Background: an optimization exercise with open tools, aiming at small area. Do not read the settings as production practice. At most, simulation tests tie the RTL to the original design; equivalence was not proved. No driver is modelled on the clock port, so clocking that relies on it looks cheaper here than on a real chip. Power and IR drop assume default switching activity.

==> flow/design.v (excerpt) <==
module dvi_status
(
	input clk,               
	input rst,               
	input clk_en,            
	input [31:0] rez1,       
	input [31:0] rez2,       
	input [15:0] freq,       
	input [15:0] elapsed,    
	input  [7:0] mark,
	output [9:0] tmds_red,
	output [9:0] tmds_green,
	output [9:0] tmds_blue
);
	reg rst1, rst2, en1, en2;
	always @(posedge clk) begin
		rst1 <= rst;
		rst2 <= rst1;
		en1 <= clk_en;
		en2 <= en1;
	end
	wire de, hs, vs, first, pix;
	wire [1:0] row;
	vgaout showrez
	(
		.clk(clk),
		.rst(rst2),
		.en(en2),
		.en1(en1),
		.rez1(rez1),
		.rez2(rez2),
		.freq(freq),
		.elapsed(elapsed),
		.mark(mark),
		.de(de),
		.hs(hs),
		.vs(vs),
		.first(first),
		.pix(pix),
		.row(row)
	);
	wire b_ff = pix & ~row[1] & ~row[0];
	wire b_7f = ~pix & ~first;
	wire blank = ~de;
	wire p_neg, z_neg, b_neg;
	tmds_bias_p u21 (.clk(clk), .rst(rst2), .blank(blank), .ff(pix), .neg(p_neg));
	tmds_bias_z u22 (.clk(clk), .rst(rst2), .blank(blank), .neg(z_neg));
  ...
Size in the first run: ~410 cells after synthesis, roughly 68 flip-flops, about 140 I/O pins, ~4100 um2 of cells after synthesis.
==> module tmds_bias_p, before the edit <==
module tmds_bias_p
(
	input clk,
	input rst,        
	input blank,
	input ff,         
	output neg        
);
	reg [3:0] k;
	assign neg = k[0];
	reg [3:0] nxt;
	always @(*)
		case (k)
		4'd0: nxt = 4'd1;
		4'd1: nxt = ff ? 4'd7 : 4'd2;
		4'd2: nxt = 4'd3;
		4'd3: nxt = ff ? 4'd0 : 4'd4;
		4'd4: nxt = 4'd5;
		4'd5: nxt = ff ? 4'd2 : 4'd6;
		4'd6: nxt = 4'd7;
		4'd7: nxt = ff ? 4'd4 : 4'd8;
		default: nxt = 4'd0;
		endcase
	always @(posedge clk)
		if (rst || blank) k <= 4'd0;
		else k <= nxt;
endmodule
==> module tmds_bias_z, before the edit <==
module tmds_bias_z
(
	input clk,
	input rst,        
	input blank,
	output neg        
);
	reg [3:0] k;
	assign neg = k[0];
	wire run = ~(rst | blank);
	always @(posedge clk) begin
		k[0] <= run & ~k[0] & ~k[3];
		k[1] <= run & (k[1] ^ k[0]);
		k[2] <= run & (k[2] ^ (k[1] & k[0]));
		k[3] <= run & k[2] & k[1] & k[0];
	end
endmodule
==> module tmds_bias_b, before the edit <==
module tmds_bias_b
(
	input clk,
	input rst,        
	input blank,
	input ff,         
	input f7,         
	output neg        
);
	reg [3:0] k;
	assign neg = k[0];
	reg [3:0] nxt;
	always @(*)
		case (k)
		4'd0: nxt = f7 ? 4'd3 : 4'd1;
		4'd1: nxt = ff ? 4'd7 : f7 ? 4'd5 : 4'd2;
		4'd2: nxt = f7 ? 4'd5 : 4'd3;
		4'd3: nxt = ff ? 4'd0 : f7 ? 4'd7 : 4'd4;
		4'd4: nxt = f7 ? 4'd7 : 4'd5;
		4'd5: nxt = ff ? 4'd2 : f7 ? 4'd0 : 4'd6;
		4'd6: nxt = f7 ? 4'd0 : 4'd7;
		4'd7: nxt = ff ? 4'd4 : f7 ? 4'd2 : 4'd8;
		default: nxt = f7 ? 4'd2 : 4'd0;
		endcase
	always @(posedge clk)
		if (rst || blank) k <= 4'd0;
		else k <= nxt;
endmodule
==> module dvi_status, before the edit <==
module dvi_status
(
	input clk,               
	input rst,               
	input clk_en,            
	input [31:0] rez1,       
	input [31:0] rez2,       
	input [15:0] freq,       
	input [15:0] elapsed,    
	input  [7:0] mark,
	output [9:0] tmds_red,
	output [9:0] tmds_green,
	output [9:0] tmds_blue
);
	reg rst1, rst2, en1, en2;
	always @(posedge clk) begin
		rst1 <= rst;
		rst2 <= rst1;
		en1 <= clk_en;
		en2 <= en1;
	end
	wire de, hs, vs, first, pix;
	wire [1:0] row;
	vgaout showrez
	(
		.clk(clk),
		.rst(rst2),
		.en(en2),
		.en1(en1),
		.rez1(rez1),
		.rez2(rez2),
		.freq(freq),
		.elapsed(elapsed),
		.mark(mark),
		.de(de),
		.hs(hs),
		.vs(vs),
		.first(first),
		.pix(pix),
		.row(row)
	);
	wire b_ff = pix & ~row[1] & ~row[0];
	wire b_7f = ~pix & ~first;
	wire blank = ~de;
	wire p_neg, z_neg, b_neg;
	tmds_bias_p u21 (.clk(clk), .rst(rst2), .blank(blank), .ff(pix), .neg(p_neg));
	tmds_bias_z u22 (.clk(clk), .rst(rst2), .blank(blank), .neg(z_neg));
	tmds_bias_b u23 (.clk(clk), .rst(rst2), .blank(blank), .ff(b_ff), .f7(b_7f), .neg(b_neg));
	tmds_symbols sym
	(
		.rst(rst2), .de(de), .hs(hs), .vs(vs), .pix(pix), .row(row),
		.b_ff(b_ff), .b_7f(b_7f), .p_neg(p_neg), .z_neg(z_neg), .b_neg(b_neg),
		.tmds_red(tmds_red), .tmds_green(tmds_green), .tmds_blue(tmds_blue)
	);
endmodule
==> module tmds_symbols, before the edit <==
module tmds_symbols
(
	input rst,
	input de,
	input hs,
	input vs,
	input pix,
	input [1:0] row,
	input b_ff,      
	input b_7f,      
	input p_neg,
	input z_neg,
	input b_neg,
	output [9:0] tmds_red,
	output [9:0] tmds_green,
	output [9:0] tmds_blue
);
	wire k = rst | ~de;                  
	wire hs_c = hs | rst;
	wire vs_c = vs | rst;
	wire r_ff = pix & row[0];
	wire g_ff = pix & ~(row[1] & row[0]);
	wire r_neg = row[0] ? p_neg : z_neg;
	wire g_neg = (row[1] & row[0]) ? z_neg : p_neg;
	assign tmds_red   = {k | (r_ff ^ r_neg), k | ~r_ff,
	                     ~k & r_neg, k | r_neg, ~k & r_neg, k | r_neg,
	                     ~k & r_neg, k | r_neg, ~k & r_neg, ~k & r_neg};
	assign tmds_green = {k | (g_ff ^ g_neg), k | ~g_ff,
	                     ~k & g_neg, k | g_neg, ~k & g_neg, k | g_neg,
	                     ~k & g_neg, k | g_neg, ~k & g_neg, ~k & g_neg};
	wire b_00 = ~b_ff & ~b_7f;
	wire b9 = k ? ~(vs_c ^ hs_c) : (b_neg ^ ~b_00);
	wire b8 = k ? hs_c : b_00;
	wire b7 = k ? ~hs_c : (b_neg ^ b_7f);
	wire bo = k ? ~hs_c : b_neg;         
	wire be = k ? hs_c : b_neg;          
	assign tmds_blue = {b9, b8, b7, be, bo, be, bo, be, bo, bo};
endmodule
==> flow/config.mk <==
export PLATFORM = sky130hd
export DESIGN_NAME = dvi_status
export DESIGN_NICKNAME = dvi_status
export VERILOG_FILES = /design/flow/design.v
export SDC_FILE = /design/flow/constraint.sdc
export NUM_CORES = 4
export LEC_CHECK = 0
export CAP_MARGIN = 10
export CORE_MARGIN = 2
export CORE_UTILIZATION = 40
export CTS_BUF_LIST = sky130_fd_sc_hd__clkbuf_8
export PLACE_DENSITY = 0.6
export SLEW_MARGIN = 10
==> flow/constraint.sdc <==
create_clock -name core_clock -period 10.0 [get_ports {clk}]
set_input_delay 2.0000 -clock core_clock [delete_from_list [all_inputs] [get_ports {clk}]]
set_output_delay 2.0000 -clock core_clock [all_outputs]
set_load 0.01 [all_outputs]
standard.sh (not shown) runs the stock make flow with config.mk's settings and CLKGATE_MAP_FILE= SYNTH_SCRIPT=/design/flow/synth_recipe.tcl, a recipe that flattens the netlist after the stock synthesis.
==> flow/flow/run.sh <==
#!/bin/bash
# Layout flow: the standard layout (standard.sh) with these changes:
#  - synthesis keeps the small modules (aoi3, aoi2, hexnum, seg7, beamdec,
#    tmds_bias_*, tmds_symbols)
#    apart while it maps them, so each is mapped on its own (synth_recipe.tcl
#    still flattens the design at the end; the registers are the standard
#    synthesis's);
#  - no adder extraction before abc (ADDER_MAP_FILE empty): the adder step
#    turns xor/and pairs anywhere into half-adder cells that abc cannot
#    optimise;
#  - ports are buffered with the smallest buffer (buf_1) instead of the
#    resizer's default pick;
#  - right after floorplan, each combinational cell is set to the smallest
#    cell of the same function (repair_design sizes up again where needed);
#  - the clock tree is four clkbuf_8, each driving a quarter of the
#    registers, placed by cts_pre.tcl; clock_tree_synthesis then has nothing
#    left to do.
# Each step's full tool output goes to orfs/logs (ORFS's own logs); make's
# output goes to standard.log in this folder.
set -euo pipefail
here=$(cd "$(dirname "$0")" && pwd)
export SYNTH_KEEP_MODULES="aoi3 aoi2 hexnum seg7 tmds_bias_p tmds_bias_z tmds_bias_b beamdec tmds_symbols"
export ADDER_MAP_FILE=
export BUFFER_PORTS_ARGS="-buffer_cell sky130_fd_sc_hd__buf_1"
export POST_FLOORPLAN_TCL="$here/downsize.tcl"
export PRE_CTS_TCL="$here/cts_pre.tcl"
export CLK_NLEAF=4 CLK_LEAF_CELL=sky130_fd_sc_hd__clkbuf_8
export CTS_ARGS="-clk_nets clk -buf_list sky130_fd_sc_hd__clkbuf_8 -dont_use_dummy_load"
bash standard.sh > standard.log 2>&1
Other scripts of this flow, unchanged in this note and not shown: flow/flow/cts_pre.tcl, flow/flow/downsize.tcl
Edit:
--- a/flow/design.v
+++ b/flow/design.v
@@ -207,12 +207,11 @@
 assign mrow = d[6] & d[5] & (d[4] ? (~d[3] & ~(d[2] & d[1] & d[0])) : (d[3:0] == 4'hf));
 endmodule
 module tmds_bias_p
 (
 	input clk,
-	input rst,        
-	input blank,
+	input clr,        
 	input ff,         
 	output neg        
 );
 	reg [3:0] k;
 	assign neg = k[0];
@@ -228,35 +227,33 @@
 		4'd6: nxt = 4'd7;
 		4'd7: nxt = ff ? 4'd4 : 4'd8;
 		default: nxt = 4'd0;
 		endcase
 	always @(posedge clk)
-		if (rst || blank) k <= 4'd0;
+		if (clr) k <= 4'd0;
 		else k <= nxt;
 endmodule
 module tmds_bias_z
 (
 	input clk,
-	input rst,        
-	input blank,
+	input clr,        
 	output neg        
 );
 	reg [3:0] k;
 	assign neg = k[0];
-	wire run = ~(rst | blank);
+	wire run = ~clr;
 	always @(posedge clk) begin
 		k[0] <= run & ~k[0] & ~k[3];
 		k[1] <= run & (k[1] ^ k[0]);
 		k[2] <= run & (k[2] ^ (k[1] & k[0]));
 		k[3] <= run & k[2] & k[1] & k[0];
 	end
 endmodule
 module tmds_bias_b
 (
 	input clk,
-	input rst,        
-	input blank,
+	input clr,        
 	input ff,         
 	input f7,         
 	output neg        
 );
 	reg [3:0] k;
@@ -273,11 +270,11 @@
 		4'd6: nxt = f7 ? 4'd0 : 4'd7;
 		4'd7: nxt = ff ? 4'd4 : f7 ? 4'd2 : 4'd8;
 		default: nxt = f7 ? 4'd2 : 4'd0;
 		endcase
 	always @(posedge clk)
-		if (rst || blank) k <= 4'd0;
+		if (clr) k <= 4'd0;
 		else k <= nxt;
 endmodule
 module dvi_status
 (
 	input clk,               
@@ -319,26 +316,26 @@
 		.pix(pix),
 		.row(row)
 	);
 	wire b_ff = pix & ~row[1] & ~row[0];
 	wire b_7f = ~pix & ~first;
-	wire blank = ~de;
+	wire clr = rst2 | ~de;
 	wire p_neg, z_neg, b_neg;
-	tmds_bias_p u21 (.clk(clk), .rst(rst2), .blank(blank), .ff(pix), .neg(p_neg));
-	tmds_bias_z u22 (.clk(clk), .rst(rst2), .blank(blank), .neg(z_neg));
-	tmds_bias_b u23 (.clk(clk), .rst(rst2), .blank(blank), .ff(b_ff), .f7(b_7f), .neg(b_neg));
+	tmds_bias_p u21 (.clk(clk), .clr(clr), .ff(pix), .neg(p_neg));
+	tmds_bias_z u22 (.clk(clk), .clr(clr), .neg(z_neg));
+	tmds_bias_b u23 (.clk(clk), .clr(clr), .ff(b_ff), .f7(b_7f), .neg(b_neg));
 	tmds_symbols sym
 	(
-		.rst(rst2), .de(de), .hs(hs), .vs(vs), .pix(pix), .row(row),
+		.rst(rst2), .k(clr), .hs(hs), .vs(vs), .pix(pix), .row(row),
 		.b_ff(b_ff), .b_7f(b_7f), .p_neg(p_neg), .z_neg(z_neg), .b_neg(b_neg),
 		.tmds_red(tmds_red), .tmds_green(tmds_green), .tmds_blue(tmds_blue)
 	);
 endmodule
 module tmds_symbols
 (
 	input rst,
-	input de,
+	input k,         
 	input hs,
 	input vs,
 	input pix,
 	input [1:0] row,
 	input b_ff,      
@@ -348,11 +345,10 @@
 	input b_neg,
 	output [9:0] tmds_red,
 	output [9:0] tmds_green,
 	output [9:0] tmds_blue
 );
-	wire k = rst | ~de;                  
 	wire hs_c = hs | rst;
 	wire vs_c = vs | rst;
 	wire r_ff = pix & row[0];
 	wire g_ff = pix & ~(row[1] & row[0]);
 	wire r_neg = row[0] ? p_neg : z_neg;
What happened: Design area goes down by 0.37%. Sequential power hardly moves. Synthesized area stays flat. Cell count is lower by 0.92%. Via count barely changes. Fmax falls by 3.1%. Die area hardly moves. Clock power is lower by about 5%.
Function not checked in the second run of this note: the RTL went through the layout flow alone.

==> afterwards: timing with drivers on the ports <==
The results above use ideal ports. As a check the final layouts listed here were re-extracted and re-timed, cells and wires unchanged. Step 1 (the two cells are an assumption about what drives the block):
set clk [get_ports {clk}]
set_driving_cell -lib_cell sky130_fd_sc_hd__clkbuf_16 $clk
set_driving_cell -lib_cell sky130_fd_sc_hd__buf_2 [delete_from_list [all_inputs] $clk]
Step 2, shift: input delay + t, output delay - t, t = (earliest + latest rising clock arrival at the registers) / 2. This alone moves slack from input paths to output paths. Slacks: ideal / step 1 / step 2; pairs: ideal / step 1.
| run | shift t [ns] | setup slack, ns | latest minus earliest clock arrival (ns) |
|---|---|---|---|
| the first run | 0.227 | 3.636 / 3.570 / 3.797 | 0.016 / 0.016 |
| the second run | 0.217 | 3.436 / 3.374 / 3.592 | 0.014 / 0.013 |
After both steps setup and hold are still met in every run listed.
